Context: an optimization exercise on an open-source flow, tuned for small area, a short achievable clock period and few clock cycles. The choices shown serve that exercise and are no tape-out recipe.
RTL that was checked went through simulation tests only; none was proved equivalent to the original.
No activity file was given, so power comes from the tool's default toggle rates.

lane 1:
## datapath
module datapath(Clk,Rst,imem_addr,imem_rdata,dmem_addr,dmem_wdata,dmem_we,dmem_re,dmem_rdata);
For scale: about 5300 cells after synthesis, roughly 1200 flip-flops, roughly 61000 um^2 of cells after synthesis.
export LEC_CHECK = 0
export CAP_MARGIN = 20
export CORE_MARGIN = 2
export CORE_UTILIZATION = 40
export SETUP_SLACK_MARGIN = 3
export SLEW_MARGIN = 20
create_clock -name core_clock -period 35.0 [get_ports {Clk}]
standard.sh (not shown) runs the stock make flow with config.mk's settings and CLKGATE_MAP_FILE= SYNTH_SCRIPT=/design/flow/synth_recipe.tcl, a recipe that flattens the netlist after the stock synthesis.
==> flow/flow/run.sh <==
#!/bin/bash
# Standard ORFS layout, with repair_timing asked to leave a setup margin so
# that the resizer works on the paths that set the achieved period.
set -euo pipefail
bash standard.sh SETUP_SLACK_MARGIN=26.5 finish > make_finish.log 2>&1
Having completed the whole flow, lane 1 delivered a layout that passed the timing, design-rule and antenna checks.
[inputs] lane 2 vs lane 1
--- a/flow/design.v
+++ b/flow/design.v
@@ -9,17 +9,14 @@
 output dmem_re;
 input  [31:0] dmem_rdata;
 reg  [9:0]  pc;           
 reg  [31:0] ir;           
 reg  [31:1] oh_rs;        
 reg  [31:1] oh_rt;        
-reg         fw_rs;        
-reg         fw_rt;        
 reg         xv;           
 reg         xpred;        
-reg  [1:0]  fctr;         
 reg         mbusy;        
 reg  [1:0]  mstep;        
 reg  [31:0] m_res;        
 reg  [9:0]  m_addr;       
 reg  [4:0]  m_rd;         
 reg         m_lw, m_sw;
@@ -27,13 +24,13 @@
 assign imem_addr  = {20'b0, pc, 2'b0};
 assign dmem_addr  = {20'b0, m_addr, 2'b0};
 assign dmem_wdata = m_res;
 assign dmem_we    = m_sw;
 assign dmem_re    = m_lw;
 wire [9:0] pc1      = pc + 10'd1;
-wire       f_pred   = (imem_rdata[31:26] == 6'h05) & (imem_rdata[15] | fctr[1]);
+wire       f_pred   = (imem_rdata[31:26] == 6'h05) & imem_rdata[15];
 wire [9:0] f_target = pc1 + imem_rdata[9:0];
 wire [5:0] op = ir[31:26];
 wire [5:0] fn = ir[5:0];
 wire [4:0] rs = ir[25:21];
 wire [4:0] rt = ir[20:16];
 wire [4:0] rd = ir[15:11];
@@ -65,22 +62,22 @@
     rf_b = 32'd0;
     for (q = 1; q < 32; q = q + 1) begin
         rf_a = rf_a | (rf[q] & {32{oh_rs[q]}});
         rf_b = rf_b | (rf[q] & {32{oh_rt[q]}});
     end
 end
-wire [31:0] a = rf_a | (m_res & {32{fw_rs}});
-wire [31:0] b = rf_b | (m_res & {32{fw_rt}});
+wire fwd_a = (m_rd != 5'd0) & (m_rd == rs);
+wire fwd_b = (m_rd != 5'd0) & (m_rd == rt);
+wire [31:0] a = fwd_a ? m_res : rf_a;
+wire [31:0] b = fwd_b ? m_res : rf_b;
 wire [31:0] imm = {{16{ir[15]}}, ir[15:0]};
 wire use_imm = i_addi | i_ori | i_lw | i_sw;
 wire [31:0] bo  = use_imm ? imm : b;
 wire        subt = i_sub | i_slt | i_bne;
 wire [32:0] sum  = {1'b0, a} + {1'b0, subt ? ~b : bo} + {32'd0, subt};
-wire [31:0] ca = (m_lw & fw_rs) ? dmem_rdata : a;
-wire [31:0] cb = (m_lw & fw_rt) ? dmem_rdata : b;
-wire        ltu  = ca < cb;
+wire        ltu  = ~sum[32];
 wire        ne   = |sum[31:0];
 wire [31:0] lz_in = i_clo ? ~a : a;
 reg  [5:0]  lz;
 integer k;
 always @(*) begin
     lz = 6'd32;
@@ -121,13 +118,13 @@
         pp[j] = (({32{one}} & mx) | ({32{two}} & {mx[30:0], 1'b0})) ^ {32{ng[j]}};
     end
 end
 wire [31:0] mout_rev;
 wire [31:0] mout = macc + pp[0] + {pp[1][29:0], 2'b0} + {pp[2][27:0], 4'b0} + {pp[3][25:0], 6'b0}
                  + {25'd0, ng[3], 1'b0, ng[2], 1'b0, ng[1], 1'b0, ng[0]};
-wire ldstall  = xv & ~i_slt & m_lw & (fw_rs | fw_rt);
+wire ldstall  = xv & m_lw & (m_rd != 5'd0) & ((m_rd == rs) | (m_rd == rt));
 wire m_go     = xv & m_op & ~ldstall;
 wire mulstall = m_go & (mslice != 2'd0);
 wire stall    = ldstall | mulstall;
 reg [31:0] res;
 always @(*) begin
     res = sum[31:0];
@@ -140,62 +137,53 @@
 end
 wire taken    = i_bne & ne;
 wire redirect = xv & i_bne & ~ldstall & (taken != xpred);
 wire [9:0] x_redir = pc + (xpred ? (~ir[9:0] + 10'd1) : ir[9:0]);
 wire [4:0] n_rs = stall ? rs : imem_rdata[25:21];
 wire [4:0] n_rt = stall ? rt : imem_rdata[20:16];
-wire [4:0] n_rd = stall ? 5'd0 : dest;
-wire       n_fs = (n_rd != 5'd0) & (n_rd == n_rs);
-wire       n_ft = (n_rd != 5'd0) & (n_rd == n_rt);
 always @(posedge Clk) begin
     if (Rst) begin
         pc    <= 10'd0;
         xv    <= 1'b0;
         mbusy <= 1'b0;
-        fctr  <= 2'b01;
         m_rd  <= 5'd0;
         m_lw  <= 1'b0;
         m_sw  <= 1'b0;
     end else begin
         if (redirect) begin
             pc <= x_redir;
             xv <= 1'b0;
         end else if (!stall) begin
             pc <= f_pred ? f_target : pc1;
             xv <= 1'b1;
         end
-        if (xv & i_bne & ~ldstall & ~ir[15])
-            fctr <= taken ? (fctr == 2'b11 ? 2'b11 : fctr + 2'b01)
-                          : (fctr == 2'b00 ? 2'b00 : fctr - 2'b01);
         if (m_go) begin
             mbusy <= mulstall;
             mstep <= mslice - 2'd1;
         end
         if (stall) begin
             m_rd <= 5'd0;
             m_lw <= 1'b0;
             m_sw <= 1'b0;
         end else begin
-            m_rd <= n_rd;
+            m_rd <= dest;
             m_lw <= xv & i_lw;
             m_sw <= xv & i_sw;
         end
     end
 end
 integer r;
 always @(posedge Clk) begin
     if (!stall) begin
         ir    <= imem_rdata;
         xpred <= f_pred;
     end
     for (r = 1; r < 32; r = r + 1) begin
-        oh_rs[r] <= (n_rs == r) & ~n_fs;
-        oh_rt[r] <= (n_rt == r) & ~n_ft;
+        oh_rs[r] <= (n_rs == r);
+        oh_rt[r] <= (n_rt == r);
     end
-    fw_rs <= n_fs;
-    fw_rt <= n_ft;
     m_res  <= res;
     m_addr <= sum[11:2];
     if (m_rd != 5'd0)
         rf[m_rd] <= m_lw ? dmem_rdata : m_res;
 end
 endmodule
Findings:
- Compare lane 1 and lane 2 | inserted tap cell count higher: lane 1
- Classification of the worst setup path: reg2reg -> lane 2, in2reg -> lane 1
- Logic depth of the worst register-to-register path delta for lane 2 relative to lane 1: 3 higher
- Logic depth of the worst path, buffers included: lane 2 vs lane 1 up 22
- Lane 2: post-synthesis simple-gate area fraction lower than lane 1
- Lane 1 → lane 2: non-clock buffer count now larger; leakage component of the power closely matched the old numbers; least setup slack across all paths after layout rose 0.034 ns; layout-stage area growth over the synthesis result now sits higher.
- Row design area: lane 2 lower / lane 1 higher
- Between lane 2 and lane 1, it is lane 2 whose number of clock buffers inserted by TritonCTS is lower, by 3.
- Maximum clock frequency (lane 2 over lane 1): increase, 0.46 MHz
- Wire length for lane 2: 9100 um down relative to lane 1
- On share of post-route cells with drive strength above 1, lane 1 and lane 2 are neck and neck.
Function was not checked in any run of this note: the RTL went through the layout flow alone.

## the reference run
The RTL this note starts from:
==> flow/design.v <==
`timescale 1ns / 1ps
module datapath(Clk,Rst,imem_addr,imem_rdata,dmem_addr,dmem_wdata,dmem_we,dmem_re,dmem_rdata);
input Clk,Rst;
output [31:0] imem_addr;
input  [31:0] imem_rdata;
output [31:0] dmem_addr;
output [31:0] dmem_wdata;
output dmem_we;
output dmem_re;
input  [31:0] dmem_rdata;
reg  [9:0]  pc;           
reg  [31:0] ir;           
reg  [31:1] oh_rs;        
reg  [31:1] oh_rt;        
reg         fw_rs;        
reg         fw_rt;        
reg         xv;           
reg         xpred;        
reg  [1:0]  fctr;         
reg         mbusy;        
reg  [1:0]  mstep;        
reg  [31:0] m_res;        
reg  [9:0]  m_addr;       
reg  [4:0]  m_rd;         
reg         m_lw, m_sw;
reg  [31:0] rf [1:31];
assign imem_addr  = {20'b0, pc, 2'b0};
assign dmem_addr  = {20'b0, m_addr, 2'b0};
assign dmem_wdata = m_res;
assign dmem_we    = m_sw;
assign dmem_re    = m_lw;
wire [9:0] pc1      = pc + 10'd1;
wire       f_pred   = (imem_rdata[31:26] == 6'h05) & (imem_rdata[15] | fctr[1]);
wire [9:0] f_target = pc1 + imem_rdata[9:0];
wire [5:0] op = ir[31:26];
wire [5:0] fn = ir[5:0];
wire [4:0] rs = ir[25:21];
wire [4:0] rt = ir[20:16];
wire [4:0] rd = ir[15:11];
wire [4:0] sh = ir[10:6];
wire op_r   = (op == 6'h00);
wire op_s2  = (op == 6'h1c);
wire i_add  = op_r  & (fn == 6'h20);
wire i_sub  = op_r  & (fn == 6'h22);
wire i_and  = op_r  & (fn == 6'h24);
wire i_or   = op_r  & (fn == 6'h25);
wire i_slt  = op_r  & (fn == 6'h2a);
wire i_sll  = op_r  & (fn == 6'h00);
wire i_srl  = op_r  & (fn == 6'h02);
wire i_mul  = op_s2 & (fn == 6'h02);
wire i_clz  = op_s2 & (fn == 6'h20);
wire i_clo  = op_s2 & (fn == 6'h21);
wire i_addi = (op == 6'h08);
wire i_ori  = (op == 6'h0d);
wire i_lw   = (op == 6'h23);
wire i_sw   = (op == 6'h2b);
wire i_bne  = (op == 6'h05);
wire wr_rd  = i_add | i_sub | i_and | i_or | i_slt | i_sll | i_srl | i_mul | i_clz | i_clo;
wire wr_rt  = i_addi | i_ori | i_lw;
wire [4:0] dest = (xv & wr_rd) ? rd : (xv & wr_rt) ? rt : 5'd0;
reg  [31:0] rf_a, rf_b;
integer q;
always @(*) begin
    rf_a = 32'd0;
    rf_b = 32'd0;
    for (q = 1; q < 32; q = q + 1) begin
        rf_a = rf_a | (rf[q] & {32{oh_rs[q]}});
        rf_b = rf_b | (rf[q] & {32{oh_rt[q]}});
    end
end
wire [31:0] a = rf_a | (m_res & {32{fw_rs}});
wire [31:0] b = rf_b | (m_res & {32{fw_rt}});
wire [31:0] imm = {{16{ir[15]}}, ir[15:0]};
wire use_imm = i_addi | i_ori | i_lw | i_sw;
wire [31:0] bo  = use_imm ? imm : b;
wire        subt = i_sub | i_slt | i_bne;
wire [32:0] sum  = {1'b0, a} + {1'b0, subt ? ~b : bo} + {32'd0, subt};
wire [31:0] ca = (m_lw & fw_rs) ? dmem_rdata : a;
wire [31:0] cb = (m_lw & fw_rt) ? dmem_rdata : b;
wire        ltu  = ca < cb;
wire        ne   = |sum[31:0];
wire [31:0] lz_in = i_clo ? ~a : a;
reg  [5:0]  lz;
integer k;
always @(*) begin
    lz = 6'd32;
    for (k = 0; k < 32; k = k + 1)
        if (lz_in[k]) lz = 6'd31 - k[5:0];
end
wire        i_sh   = i_sll | i_srl;
wire        m_op   = i_mul | i_sh;
wire [31:0] b_rev;
genvar g;
generate for (g = 0; g < 32; g = g + 1) begin : rev
    assign b_rev[g]    = b[31-g];
    assign mout_rev[g] = mout[31-g];
end endgenerate
wire [31:0] mx     = i_mul ? a : i_srl ? b_rev : b;
wire [1:0]  mslice = mbusy ? mstep : (i_mul ? 2'd3 : sh[4:3]);
wire [8:0]  bc     = (mslice == 2'd3) ? b[31:23] :
                     (mslice == 2'd2) ? b[23:15] :
                     (mslice == 2'd1) ? b[15:7]  : {b[7:0], 1'b0};
wire [31:0] macc   = mbusy ? {m_res[23:0], 8'd0} : 32'd0;
reg  [31:0] pp [0:3];
reg  [3:0]  ng;
reg  [2:0]  bt;
reg         one, two;
integer j;
always @(*) begin
    for (j = 0; j < 4; j = j + 1) begin
        bt    = bc[2*j +: 3];
        if (i_mul) begin
            ng[j] = bt[2] & ~(bt[1] & bt[0]);
            one   = bt[0] ^ bt[1];
            two   = (bt[2] & ~bt[1] & ~bt[0]) | (~bt[2] & bt[1] & bt[0]);
        end else begin
            ng[j] = 1'b0;
            one   = ~mbusy & (sh[2:1] == j) & ~sh[0];
            two   = ~mbusy & (sh[2:1] == j) &  sh[0];
        end
        pp[j] = (({32{one}} & mx) | ({32{two}} & {mx[30:0], 1'b0})) ^ {32{ng[j]}};
    end
end
wire [31:0] mout_rev;
wire [31:0] mout = macc + pp[0] + {pp[1][29:0], 2'b0} + {pp[2][27:0], 4'b0} + {pp[3][25:0], 6'b0}
                 + {25'd0, ng[3], 1'b0, ng[2], 1'b0, ng[1], 1'b0, ng[0]};
wire ldstall  = xv & ~i_slt & m_lw & (fw_rs | fw_rt);
wire m_go     = xv & m_op & ~ldstall;
wire mulstall = m_go & (mslice != 2'd0);
wire stall    = ldstall | mulstall;
reg [31:0] res;
always @(*) begin
    res = sum[31:0];
    if (i_and)         res = a & b;
    if (i_or | i_ori)  res = a | bo;
    if (i_slt)         res = {31'd0, ltu};
    if (i_clz | i_clo) res = {26'd0, lz};
    if (m_op)          res = (i_srl & ~mulstall) ? mout_rev : mout;
    if (i_sw)          res = b;
end
wire taken    = i_bne & ne;
wire redirect = xv & i_bne & ~ldstall & (taken != xpred);
wire [9:0] x_redir = pc + (xpred ? (~ir[9:0] + 10'd1) : ir[9:0]);
wire [4:0] n_rs = stall ? rs : imem_rdata[25:21];
wire [4:0] n_rt = stall ? rt : imem_rdata[20:16];
wire [4:0] n_rd = stall ? 5'd0 : dest;
wire       n_fs = (n_rd != 5'd0) & (n_rd == n_rs);
wire       n_ft = (n_rd != 5'd0) & (n_rd == n_rt);
always @(posedge Clk) begin
    if (Rst) begin
        pc    <= 10'd0;
        xv    <= 1'b0;
        mbusy <= 1'b0;
        fctr  <= 2'b01;
        m_rd  <= 5'd0;
        m_lw  <= 1'b0;
        m_sw  <= 1'b0;
    end else begin
        if (redirect) begin
            pc <= x_redir;
            xv <= 1'b0;
        end else if (!stall) begin
            pc <= f_pred ? f_target : pc1;
            xv <= 1'b1;
        end
        if (xv & i_bne & ~ldstall & ~ir[15])
            fctr <= taken ? (fctr == 2'b11 ? 2'b11 : fctr + 2'b01)
                          : (fctr == 2'b00 ? 2'b00 : fctr - 2'b01);
        if (m_go) begin
            mbusy <= mulstall;
            mstep <= mslice - 2'd1;
        end
        if (stall) begin
            m_rd <= 5'd0;
            m_lw <= 1'b0;
            m_sw <= 1'b0;
        end else begin
            m_rd <= n_rd;
            m_lw <= xv & i_lw;
            m_sw <= xv & i_sw;
        end
    end
end
integer r;
always @(posedge Clk) begin
    if (!stall) begin
        ir    <= imem_rdata;
        xpred <= f_pred;
    end
    for (r = 1; r < 32; r = r + 1) begin
        oh_rs[r] <= (n_rs == r) & ~n_fs;
        oh_rt[r] <= (n_rt == r) & ~n_ft;
    end
    fw_rs <= n_fs;
    fw_rt <= n_ft;
    m_res  <= res;
    m_addr <= sum[11:2];
    if (m_rd != 5'd0)
        rf[m_rd] <= m_lw ? dmem_rdata : m_res;
end
endmodule
==> flow/config.mk <==
export PLATFORM = sky130hd
export DESIGN_NAME = datapath
export DESIGN_NICKNAME = datapath
export VERILOG_FILES = /design/flow/design.v
export SDC_FILE = /design/flow/constraint.sdc
export NUM_CORES = 8
export LEC_CHECK = 0
export CAP_MARGIN = 20
export CORE_MARGIN = 2
export CORE_UTILIZATION = 40
export SETUP_SLACK_MARGIN = 3
export SLEW_MARGIN = 20
==> flow/constraint.sdc <==
create_clock -name core_clock -period 35.0 [get_ports {Clk}]
set_input_delay 7.0000 -clock core_clock [delete_from_list [all_inputs] [get_ports {Clk}]]
set_output_delay 7.0000 -clock core_clock [all_outputs]
set_load 0.01 [all_outputs]
==> flow/flow/run.sh <==
#!/bin/bash
# Standard ORFS layout, with repair_timing asked to leave a setup margin so
# that the resizer works on the paths that set the achieved period, and the
# port buffers made with a plain buffer cell.
set -euo pipefail
bash standard.sh SETUP_SLACK_MARGIN=26.5 'BUFFER_PORTS_ARGS=-buffer_cell sky130_fd_sc_hd__buf_2' finish > make_finish.log 2>&1
Changes in the trial run relative to the reference run:
--- a/flow/design.v
+++ b/flow/design.v
@@ -93,17 +93,25 @@
 genvar g;
 generate for (g = 0; g < 32; g = g + 1) begin : rev
     assign b_rev[g]    = b[31-g];
     assign mout_rev[g] = mout[31-g];
 end endgenerate
 wire [31:0] mx     = i_mul ? a : i_srl ? b_rev : b;
-wire [1:0]  mslice = mbusy ? mstep : (i_mul ? 2'd3 : sh[4:3]);
+wire [1:0]  mslice = mbusy ? mstep : (i_mul ? 2'd0 : sh[4:3]);
+wire [31:0] xs     = (mslice == 2'd0) ? mx :
+                     (mslice == 2'd1) ? {mx[23:0], 8'd0} :
+                     (mslice == 2'd2) ? {mx[15:0], 16'd0} : {mx[7:0], 24'd0};
 wire [8:0]  bc     = (mslice == 2'd3) ? b[31:23] :
                      (mslice == 2'd2) ? b[23:15] :
                      (mslice == 2'd1) ? b[15:7]  : {b[7:0], 1'b0};
-wire [31:0] macc   = mbusy ? {m_res[23:0], 8'd0} : 32'd0;
+wire [31:0] macc   = mbusy ? m_res : 32'd0;
+wire [31:0] b_eq   = ~(b ^ {32{b[31]}});
+wire        m_done = ~i_mul | (mslice == 2'd3) |
+                     ((mslice == 2'd2) & (&b_eq[30:23])) |
+                     ((mslice == 2'd1) & (&b_eq[30:15])) |
+                     ((mslice == 2'd0) & (&b_eq[30:7]));
 reg  [31:0] pp [0:3];
 reg  [3:0]  ng;
 reg  [2:0]  bt;
 reg         one, two;
 integer j;
 always @(*) begin
@@ -115,21 +123,21 @@
             two   = (bt[2] & ~bt[1] & ~bt[0]) | (~bt[2] & bt[1] & bt[0]);
         end else begin
             ng[j] = 1'b0;
             one   = ~mbusy & (sh[2:1] == j) & ~sh[0];
             two   = ~mbusy & (sh[2:1] == j) &  sh[0];
         end
-        pp[j] = (({32{one}} & mx) | ({32{two}} & {mx[30:0], 1'b0})) ^ {32{ng[j]}};
+        pp[j] = (({32{one}} & xs) | ({32{two}} & {xs[30:0], 1'b0})) ^ {32{ng[j]}};
     end
 end
 wire [31:0] mout_rev;
 wire [31:0] mout = macc + pp[0] + {pp[1][29:0], 2'b0} + {pp[2][27:0], 4'b0} + {pp[3][25:0], 6'b0}
                  + {25'd0, ng[3], 1'b0, ng[2], 1'b0, ng[1], 1'b0, ng[0]};
 wire ldstall  = xv & ~i_slt & m_lw & (fw_rs | fw_rt);
 wire m_go     = xv & m_op & ~ldstall;
-wire mulstall = m_go & (mslice != 2'd0);
+wire mulstall = m_go & ~m_done;
 wire stall    = ldstall | mulstall;
 reg [31:0] res;
 always @(*) begin
     res = sum[31:0];
     if (i_and)         res = a & b;
     if (i_or | i_ori)  res = a | bo;
@@ -165,13 +173,13 @@
         end
         if (xv & i_bne & ~ldstall & ~ir[15])
             fctr <= taken ? (fctr == 2'b11 ? 2'b11 : fctr + 2'b01)
                           : (fctr == 2'b00 ? 2'b00 : fctr - 2'b01);
         if (m_go) begin
             mbusy <= mulstall;
-            mstep <= mslice - 2'd1;
+            mstep <= mslice + 2'd1;
         end
         if (stall) begin
             m_rd <= 5'd0;
             m_lw <= 1'b0;
             m_sw <= 1'b0;
         end else begin
==> comparison <==
- The reference run → the trial run: total routing usage reported by global routing increased by 0.61 points relative to the old numbers, synthesized area per cell up about 0.6%.
- The trial run has worst-case setup margin in the final layout below what the reference run had.
- For the reference run, the endpoint of the worst setup timing path was m_res[0], unlike the trial run, where it was m_res[31].
- Area of the mapped netlist (lower): the reference run
- Cmp the reference run and the trial run / average wire length per cell after detail routing / higher: the trial run
- Where worst hold slack is concerned, the reference run is better than the trial run.
- [compare] base=the reference run new=the trial run: area added between synthesis and finish saw a decrease, met1 usage saw a decrease.
Testbench counts of the trial run, summed over its fixed seeds: cycles 194,651.
For the reference run, only the layout was checked, not whether the RTL still works.

## static timing again, ports no longer ideal
In the flow no input, the clock included, has a driving cell. The finished layouts below were timed again as built, in two steps.
Step 1 sets driving cells, clkbuf_16 on the clock port and buf_2 on the other inputs (assumed; they add their load-dependent delay and slew).
Step 2 adds t to the input delays and takes it off the output delays; t is the mean of the earliest and latest rising clock arrival at the registers after step 1. Input paths then give back, and output paths get back, about the clock's delay inside the block.
a / b / c = ideal ports / drivers / drivers and shift; a / b = the first two.
| run | shift t [ns] | setup WS [ns] | clock arrival spread, ns | cell pins on the clock port's net |
|---|---|---|---|---|
| lane 1 | 0.834 | 26.370 / 26.424 / 25.596 | 0.108 / 0.107 | 1 |
| lane 2 | 0.848 | 26.404 / 26.404 / 25.703 | 0.072 / 0.073 | 1 |
| the reference run | 0.847 | 26.465 / 26.414 / 25.602 | 0.075 / 0.075 | 1 |
| the trial run | 0.857 | 26.265 / 26.265 / 25.514 | 0.097 / 0.097 | 1 |
After both steps every run listed still meets setup and hold. The setup slack of the reference run, which loses most, moves by -0.051 ns with the drivers and by -0.863 ns with both steps.
